From an optimization exercise on the open Yosys and OpenROAD flow, aimed at small area, a short achievable clock period and few clock cycles; shortcuts taken in it are not production practice.
Only simulation tests tie the RTL to the original design; equivalence was not proved.
Power figures rest on the tool's default switching activity, not on a simulated workload.

==> flow/design.v <==
`default_nettype none
module xtea_core(
                 input wire           clk,
                 input wire           reset_n,
                 input wire           encdec,
                 input wire           next,
                 output wire          ready,
                 input wire [5 : 0]   rounds,
                 input wire [127 : 0] key,
                 input wire [63 : 0]  block,
                 output wire [63 : 0] result
                );
  enum {CTRL_IDLE = 2'h0, CTRL_INIT = 2'h1, CTRL_ROUNDS0 = 2'h2, CTRL_ROUNDS1 = 2'h3} core_ctrl_reg, core_ctrl_new;
  localparam DELTA        = 32'h9e3779b9;
  localparam NUM_ROUNDS   = 32;
  logic [31 : 0] v0_reg;
  logic [31 : 0] v0_new;
  logic          v0_we;
  logic [31 : 0] v1_reg;
  logic [31 : 0] v1_new;
  logic          v1_we;
  logic [31 : 0] sum_reg;
  logic [31 : 0] sum_new;
  logic          sum_we;
  logic          ready_reg;
  logic          ready_new;
  logic          ready_we;
  logic [5 : 0]  round_ctr_reg;
  logic [5 : 0]  round_ctr_new;
  logic          round_ctr_rst;
  logic          round_ctr_inc;
  logic          round_ctr_we;
  logic          core_ctrl_we;
  logic init_state;
  logic update_v0;
  logic update_v1;
  logic update_sum;
  assign ready  = ready_reg;
  assign result = {v0_reg, v1_reg};
  always_ff @ (posedge clk or negedge reset_n)
    begin: reg_update
      if (!reset_n)
        begin
          ready_reg     <= 1'h1;
          v0_reg        <= 32'h0;
          v1_reg        <= 32'h0;
          sum_reg       <= 32'h0;
          round_ctr_reg <= NUM_ROUNDS;
          core_ctrl_reg <= CTRL_IDLE;
        end
      else
        begin
          if (ready_we)
            ready_reg <= ready_new;
          if (v0_we)
              v0_reg <= v0_new;
          if (v1_we)
              v1_reg <= v1_new;
          if (sum_we)
            sum_reg <= sum_new;
          if (round_ctr_we)
            round_ctr_reg <= round_ctr_new;
          if (core_ctrl_we)
            core_ctrl_reg <= core_ctrl_new;
        end
    end  
  always_comb 
    begin : xtea_core_dp
      logic [31 : 0] keyw [0 : 3];
      logic [31 : 0] v0_0;
      logic [31 : 0] v0_0_0;
      logic [31 : 0] v0_0_1;
      logic [31 : 0] v0_1;
      logic [31 : 0] v0_delta;
      logic [31 : 0] v1_0;
      logic [31 : 0] v1_0_0;
      logic [31 : 0] v1_0_1;
      logic [31 : 0] v1_1;
      logic [31 : 0] v1_delta;
      v0_new  = 32'h0;
      v0_we   = 1'h0;
      v1_new  = 32'h0;
      v1_we   = 1'h0;
      sum_new = 32'h0;
      sum_we  = 1'h0;
      keyw[0] = key[127 : 096];
      keyw[1] = key[095 : 064];
      keyw[2] = key[063 : 032];
      keyw[3] = key[031 : 000];
      if (init_state)
        begin
          v0_new = block[63 : 32];
          v1_new = block[31 : 0];
          v0_we   = 1'h1;
          v1_we   = 1'h1;
          sum_we  = 1'h1;
          if (encdec)
            sum_new = 32'h0;
          else
            sum_new = DELTA * NUM_ROUNDS;
        end
      v0_0_0 = {v1_reg[27 : 0], 4'h0};
      v0_0_1 = {5'h0, v1_reg[31 : 5]};
      v0_0 = ((v0_0_0 ^ v0_0_1) + v1_reg);
      v0_1 = (sum_reg + keyw[sum_reg[1 : 0]]);
      v0_delta =  v0_0 ^ v0_1;
      if (update_v0)
        begin
          v0_we = 1'h1;
          if (encdec)
            v0_new = v0_reg + v0_delta;
          else
            v0_new = v0_reg - v0_delta;;
        end
      v1_0_0 = {v0_reg[27 : 0], 4'h0};
      v1_0_1 = {5'h0, v0_reg[31 : 5]};
      v1_0 = ((v1_0_0 ^ v1_0_1) + v0_reg);
      v1_1 = (sum_reg + keyw[sum_reg[12 : 11]]);
      v1_delta =  v1_0 ^ v1_1;
      if (update_v1)
        begin
          v1_we = 1'h1;
          if (encdec)
            v1_new = v1_reg + v1_delta;
          else
            v1_new = v1_reg - v1_delta;
        end
      if (update_sum)
        begin
          sum_we  = 1'h1;
          if (encdec)
            sum_new = sum_reg + DELTA;
          else
            sum_new = sum_reg - DELTA;
        end
    end  
  always_comb
    begin : round_ctr
      round_ctr_new = 6'h0;
      round_ctr_we  = 1'h0;
      if (round_ctr_rst)
        round_ctr_we  = 1'h1;
      if (round_ctr_inc)
        begin
          round_ctr_new = round_ctr_reg + 1'h1;
          round_ctr_we  = 1'h1;
        end
    end  
  always_comb
    begin : xtea_core_ctrl
      init_state    = 1'h0;
      update_v0     = 1'h0;
      update_v1     = 1'h0;
      update_sum    = 1'h0;
      ready_new     = 1'h0;
      ready_we      = 1'h0;
      round_ctr_rst = 1'h0;
      round_ctr_inc = 1'h0;
      core_ctrl_new = CTRL_IDLE;
      core_ctrl_we  = 1'h0;
      case (core_ctrl_reg)
        CTRL_IDLE:
          begin
            if (next)
              begin
                ready_new     = 1'h0;
                ready_we      = 1'h1;
                core_ctrl_new = CTRL_INIT;
                core_ctrl_we  = 1'h1;
              end
          end
        CTRL_INIT:
          begin
            round_ctr_rst = 1'h1;
            init_state    = 1'h1;
            core_ctrl_new = CTRL_ROUNDS0;
            core_ctrl_we  = 1'h1;
          end
        CTRL_ROUNDS0:
          begin
            update_sum         = 1'h1;
            if (encdec)
              update_v0        = 1'h1;
            else
              update_v1        = 1'h1;
            core_ctrl_new = CTRL_ROUNDS1;
            core_ctrl_we  = 1'b1;
          end
        CTRL_ROUNDS1:
          begin
            if (encdec)
              update_v1 = 1'h1;
            else
              update_v0 = 1'h1;
            if (round_ctr_reg == (rounds - 1))
              begin
                ready_new     = 1'h1;
                ready_we      = 1'h1;
                core_ctrl_new = CTRL_IDLE;
                core_ctrl_we  = 1'b1;
              end
            else
              begin
                round_ctr_inc = 1'h1;
                core_ctrl_new = CTRL_ROUNDS0;
                core_ctrl_we  = 1'b1;
              end
          end
        default:
          begin
          end
      endcase  
    end  
endmodule  
`default_nettype none
module xtea(
            input wire               clk,
            input wire               reset_n,
            input wire               cs,
            input wire               we,
            input wire      [7 : 0]  address,
            input wire      [31 : 0] write_data,
            output wire     [31 : 0] read_data
           );
  localparam ADDR_CTRL         = 8'h08;
  localparam CTRL_NEXT_BIT     = 1;
  localparam STATUS_READY_BIT  = 0;
  localparam ADDR_CONFIG       = 8'h0a;
  localparam CONFIG_ENCDEC_BIT = 0;
  localparam ADDR_ROUNDS       = 8'h0c;
  localparam ADDR_KEY0         = 8'h10;
  localparam ADDR_KEY3         = 8'h13;
  localparam ADDR_BLOCK0       = 8'h20;
  localparam ADDR_BLOCK1       = 8'h21;
  localparam ADDR_RESULT0      = 8'h30;
  localparam ADDR_RESULT1      = 8'h31;
  localparam CORE_NAME0        = 32'h78746561;  
  localparam CORE_NAME1        = 32'h2d313238;  
  localparam CORE_VERSION      = 32'h302e3630;  
  localparam NUM_ROUNDS        = 32;
  logic next;
  logic next_new;
  logic encdec;
  logic config_we;
  logic [31 : 0] block_reg [0 : 1];
  logic          block_we;
  logic [31 : 0] key_reg [0 : 3];
  logic          key_we;
  logic [5 : 0]  rounds;
  logic          rounds_we;
  logic [31 : 0]   tmp_read_data;
  wire           ready;
  wire [127 : 0] key;
  wire [63 : 0]  block;
  wire [63 : 0]  result;
  assign read_data = tmp_read_data;
  assign key = {key_reg[0], key_reg[1], key_reg[2], key_reg[3]};
  assign block  = {block_reg[0], block_reg[1]};
  xtea_core core(.*);
  enum {ADDR_NAME0 = 4'h0, ADDR_NAME1 = 4'h1, ADDR_VERSION = 4'h2, ADDR_STATUS = 4'h9} address_reg;
  always_ff @ (posedge clk or negedge reset_n)
    begin : reg_update
      integer i;
      if (reset_n == 0) 
        begin
          for (i = 0 ; i < 2 ; i++)
            block_reg[i] <= 32'h0;
          for (i = 0 ; i < 4 ; i++)
            key_reg[i] <= 32'h0;
          rounds <= NUM_ROUNDS;
          next   <= 1'h0;
          encdec <= 1'h0;
        end
      else
        begin
          next <= next_new;
          if (config_we)
            begin
              encdec <= write_data[CONFIG_ENCDEC_BIT];
            end
          if (rounds_we)
            rounds <= write_data[5 : 0];
          if (key_we)
            key_reg[address[1 : 0]] <= write_data;
          if (block_we)
            block_reg[address[0]] <= write_data;
        end
    end  
  always_comb
    begin : api
      rounds_we     = 1'h0;
      next_new      = 1'h0;
      config_we     = 1'h0;
      key_we        = 1'h0;
      block_we      = 1'h0;
      tmp_read_data = 32'h0;
      if (cs)
        begin
          if (we)
            begin
              if (ready)
                begin
                  if (address == ADDR_CTRL)
                    next_new = write_data[CTRL_NEXT_BIT];
                  if (address == ADDR_CONFIG)
                    config_we = 1'h1;
                  if (address == ADDR_ROUNDS)
                    config_we = 1'h1;
                  if ((address >= ADDR_KEY0) && (address <= ADDR_KEY3))
                    key_we = 1'h1;
                  if ((address >= ADDR_BLOCK0) && (address <= ADDR_BLOCK1))
                    block_we = 1'h1;
                end
            end
          else
            begin
              case (address)
                ADDR_NAME0:   tmp_read_data = CORE_NAME0;
                ADDR_NAME1:   tmp_read_data = CORE_NAME1;
                ADDR_VERSION: tmp_read_data = CORE_VERSION;
                ADDR_STATUS:  tmp_read_data = {31'h0, ready};
                default:
                  begin
                  end
              endcase  
              if ((address >= ADDR_RESULT0) && (address <= ADDR_RESULT1))
                tmp_read_data = result[(1 - (address - ADDR_RESULT0)) * 32 +: 32];
            end
        end
    end  
endmodule  
==> flow/run.sh <==
#!/bin/bash
# synth_recipe.tcl (not shown) runs the flow's synth.tcl, then flattens the netlist and writes it again
# the make line also repeats each setting of config.mk as NAME=value (left out here)
make -C /OpenROAD-flow-scripts/flow DESIGN_CONFIG=/design/flow/config.mk WORK_HOME=/design/flow/orfs CLKGATE_MAP_FILE= SYNTH_SCRIPT=/design/flow/synth_recipe.tcl finish
==> flow/config.mk <==
export PLATFORM = sky130hd
export DESIGN_NAME = xtea
export DESIGN_NICKNAME = xtea
export VERILOG_FILES = /design/flow/design.v
export SDC_FILE = /design/flow/constraint.sdc
export NUM_CORES = 4
export LEC_CHECK = 0
export CAP_MARGIN = 20
export CORE_MARGIN = 2
export CORE_UTILIZATION = 40
export SLEW_MARGIN = 20
==> flow/constraint.sdc <==
create_clock -name core_clock -period 7.5 [get_ports {clk}]
set_input_delay 1.5000 -clock core_clock [delete_from_list [all_inputs] [get_ports {clk}]]
set_output_delay 1.5000 -clock core_clock [all_outputs]
set_load 0.01 [all_outputs]
==> run summary <==
## power breakdown
group	leakage [nW]	total, mW	internal [mW]	switching, mW
clock	0.575	1.74	1.03	0.706
sequential	4.16	1.61	1.61	0
combinational	10.4	0.110	0.0302	0.0802
total	15.1	3.46	2.67	0.786
## what timing repair did
action	in CTS	in global routing
endpoints found under the setup margin	0	3
gates resized for setup	0	20
buffers inserted	0	1
hold endpoints to repair	0	0
## synth_stat cells (all sizes together) (69+ instances only)
cell type | number | share of area [%]
ha | 243 | 11
mux2i | 69 | 2.5
a21o | 91 | 2.5
mux2 | 220 | 9.0
xor2 | 137 | 4.4
dfrtp | 297 | 27
nand2 | 179 | 2.4
xnor2 | 192 | 6.1
o21ai | 154 | 2.8
clkbuf | 72 | 0.98
a21oi | 280 | 5.1
nor2 | 176 | 2.4
inv | 72 | 0.98
## final cells by class
type	count	area [um^2]	area share [%]
antenna	1	2.50	0.00814
clock buffer	51	1080	3.51
clock inverter	10	83.8	0.273
inverter	72	270	0.879
multi-input combinational	2428	19500	63.5
sequential	299	7500	24.4
tap	882	1100	3.59
timing repair buffer	126	1200	3.91
## worst max-delay path by stage
stage	start	end	slack, ns	cells after the start
2_1_floorplan	core.sum_reg[1]$_DFFE_PN0P_	core.v0_reg[31]$_DFFE_PN0P_	0.67	27
3_3_place_gp	core.sum_reg[11]$_DFFE_PN0P_	core.v1_reg[31]$_DFFE_PN0P_	0.28	26
3_5_place_dp	core.sum_reg[11]$_DFFE_PN0P_	core.v1_reg[31]$_DFFE_PN0P_	0.17	26
4_1_cts	core.sum_reg[11]$_DFFE_PN0P_	core.v1_reg[31]$_DFFE_PN0P_	0.15	26
5_1_grt	core.sum_reg[1]$_DFFE_PN0P_	core.v0_reg[31]$_DFFE_PN0P_	-0.05	24
6_report	core.sum_reg[1]$_DFFE_PN0P_	core.v0_reg[31]$_DFFE_PN0P_	0.41	24
## worst max-delay path, stage by stage, from the launching register on
cell	delay, ns
dfrtp_4	0.55
mux4_2	0.56
ha_1	0.39
o21a_1	0.22
o21ai_0	0.26
o21ai_1	0.19
a31o_2	0.26
a21oi_1	0.26
xnor3_1	0.57
nor3_1	0.39
nor3b_4	0.36
a21oi_1	0.14
xnor2_1	0.35
ha_1	0.35
a21o_1	0.18
a21oi_1	0.20
o21ai_0	0.14
a21o_1	0.20
a21oi_1	0.22
o41ai_2	0.16
a31oi_1	0.25
a21oi_1	0.10
xnor3_1	0.40
xnor2_1	0.17
a21oi_1	0.08
## routing by layer
| layer | up-vias | global-route usage (%) |
|---|---|---|
| met5 | - | 0 |
| met4 | 0 | 7.53 |
| met3 | 143 | 2.84 |
| met2 | 763 | 40.4 |
| met1 | 11700 | 35.6 |
| li1 | 10900 | - |
## cell families after synthesis
| family | Yosys count | share of synthesized area [%] |
|---|---|---|
| xor+xnor | 337 | 11.1 |
| fa+ha+maj | 250 | 11.6 |
| simple gates | 681 | 12.2 |
| compound gates | 807 | 18.7 |
| buf+inv | 177 | 2.41 |
| mux | 353 | 16.7 |
| flops | 299 | 27.2 |
## through the flow
stage	setup TNS, ns	util, %	cell area, um^2	power [mW]	instances
2_1_floorplan	0	-	27500	1.66	2904
3_3_place_gp	0	43.1	29400	1.75	3804
3_5_place_dp	0	43.1	29400	1.75	3804
4_1_cts	0	44.8	30600	3.50	3865
5_1_grt	-0.0756	45.0	30800	3.56	3868
6_report	0	45.0	30800	3.46	3869
==> impl_metrics.json <==
{
  "post_synth.cell_area_avg_um2": 9.48,
  "dr.pass1.iters": 8,
  "drc": 0,
  "period_share_pct": 94.5,
  "slew-limit-headroom_pct": 31.1,
  "cts_sinks": 299,
  "hold-path-endpoint": "core.round_ctr_reg[5]$_DFFE_PN1P_",
  "final_cell_mix": "292 x dfrtp_1, 276 x a21oi_1, 242 x ha_1, 220 x mux2_2, 190 x xnor2_1",
  "fillers": 6436,
  "worstHoldPathType": "reg2reg",
  "start_kind": "register",
  "row_count": 96,
  "met1_length_mm": 41.4,
  "num_io_pins": 76,
  "fin_nets": 3255,
  "finalHoldViolCount": 0,
  "grt_usage_pct": 25.2,
  "cts_tree": "built",
  "drt_wl_total_mm": 90.6,
  "r2r_slack_ns": 0.41,
  "required_ns": 7.91,
  "worstHoldStart": "core.round_ctr_reg[5]$_DFFE_PN1P_",
  "ys_ff_latch": 299,
  "tightestPinTransition_ns": 1.03,
  "hold_depth": 2,
  "synthCells": 2904,
  "rr_worst_depth": 24,
  "crit_type": "reg2reg",
  "critPathMaxFanout": 11,
  "via_per_inst": 6.09,
  "grt_pass1_wl_mm": 138,
  "drv_slew": 0,
  "ir_worst_vdd_mv": 0.142,
  "synthesis.area_mm2": 0.0275,
  "die_x_um": 266,
  "largest_reg_flops": 128,
  "ant_nets": 0,
  "ys_seq_area_share_pct": 27.2,
  "cellLeakagePower_nw": 15.1,
  "die_y_um": 266,
  "core-area_mm2": 0.0683,
  "drt_iter0_drc": 1955,
  "grt_pass1_vias": 23300,
  "antenna_found_initial": 4,
  "port_buffers": 75,
  "wl_met3_mm": 5.99,
  "start_util_pct": 40.3,
  "die_area_mm2": 0.0709,
  "hold_buffers": 0,
  "clkTransAtPathRegs_ns": 0.06,
  "setup_violations": 0,
  "clock_latency_ns": 0.56,
  "ys.warnings.count": 5,
  "hpwl_mm": 70.2,
  "top_layer_used": "met4",
  "area_growth_pct": 11.8,
  "cts_buffer_depth": 3,
  "arrival_ns": 7.50,
  "endpoint_kind": "register",
  "cts_buffers": 34,
  "fmax_mhz": 141,
  "wl_met2_mm": 40.7,
  "globalplace.congestion": 0.946,
  "yosys_most_used_dff": "dfrtp_1",
  "status": "no timing/DRC/antenna violations",
  "setup_slack_ns": 0.413,
  "cts_root_buffer": "clkbuf_16",
  "power.density_mw_per_mm2": 112,
  "grt_max_degree": 155,
  "place_ws_ns": 0.171,
  "hold_ws_ns": 0.486,
  "finalCriticalPeriod_ns": 7.09,
  "clock_skew_ns": 0.0249,
  "drive_gt1_share_pct": 15.6,
  "syn_nets": 3198,
  "num_vias": 23600,
  "synth_cell_types": 86,
  "drv_cap": 0,
  "htreeDepth": 2,
  "synth-edff-count": 0,
  "async_flop_share_pct": 100,
  "final_common_cell": "dfrtp_1",
  "wl_per_cell_um": 23.4,
  "rr_startpoint": "core.sum_reg[1]$_DFFE_PN0P_",
  "reg2reg_to": "core.v0_reg[31]$_DFFE_PN0P_",
  "grt-ovfl-total": 0
}
Testbench counts, summed over its fixed seeds: cycles 37,184.

[afterwards: timing with drivers on the ports]
In the flow no input, the clock included, has a driving cell. The finished layout below was timed again as built, in two steps. Step 1, drivers: a clkbuf_16 drives clk and a buf_2 each remaining input, both assumed. Step 2 moves the port delays by t, midway between the first and last clock arrival at a register: inputs arrive t later, outputs are due t later. That takes back most of the time a late clock gives input paths. Three values: ideal ports, drivers, drivers and shift; two values: the first two.
t, ns: 0.609
setup WS [ns]: 0.413 / 0.413 / 0.413
slew at the worst register clock pin (ns): 0.06 / 0.06
worst slew at a driven data input, ns: 0.06
After both steps setup and hold are still met in this run. The setup slack of this run moves by 0.000 ns with the drivers and by 0.000 ns with both steps.
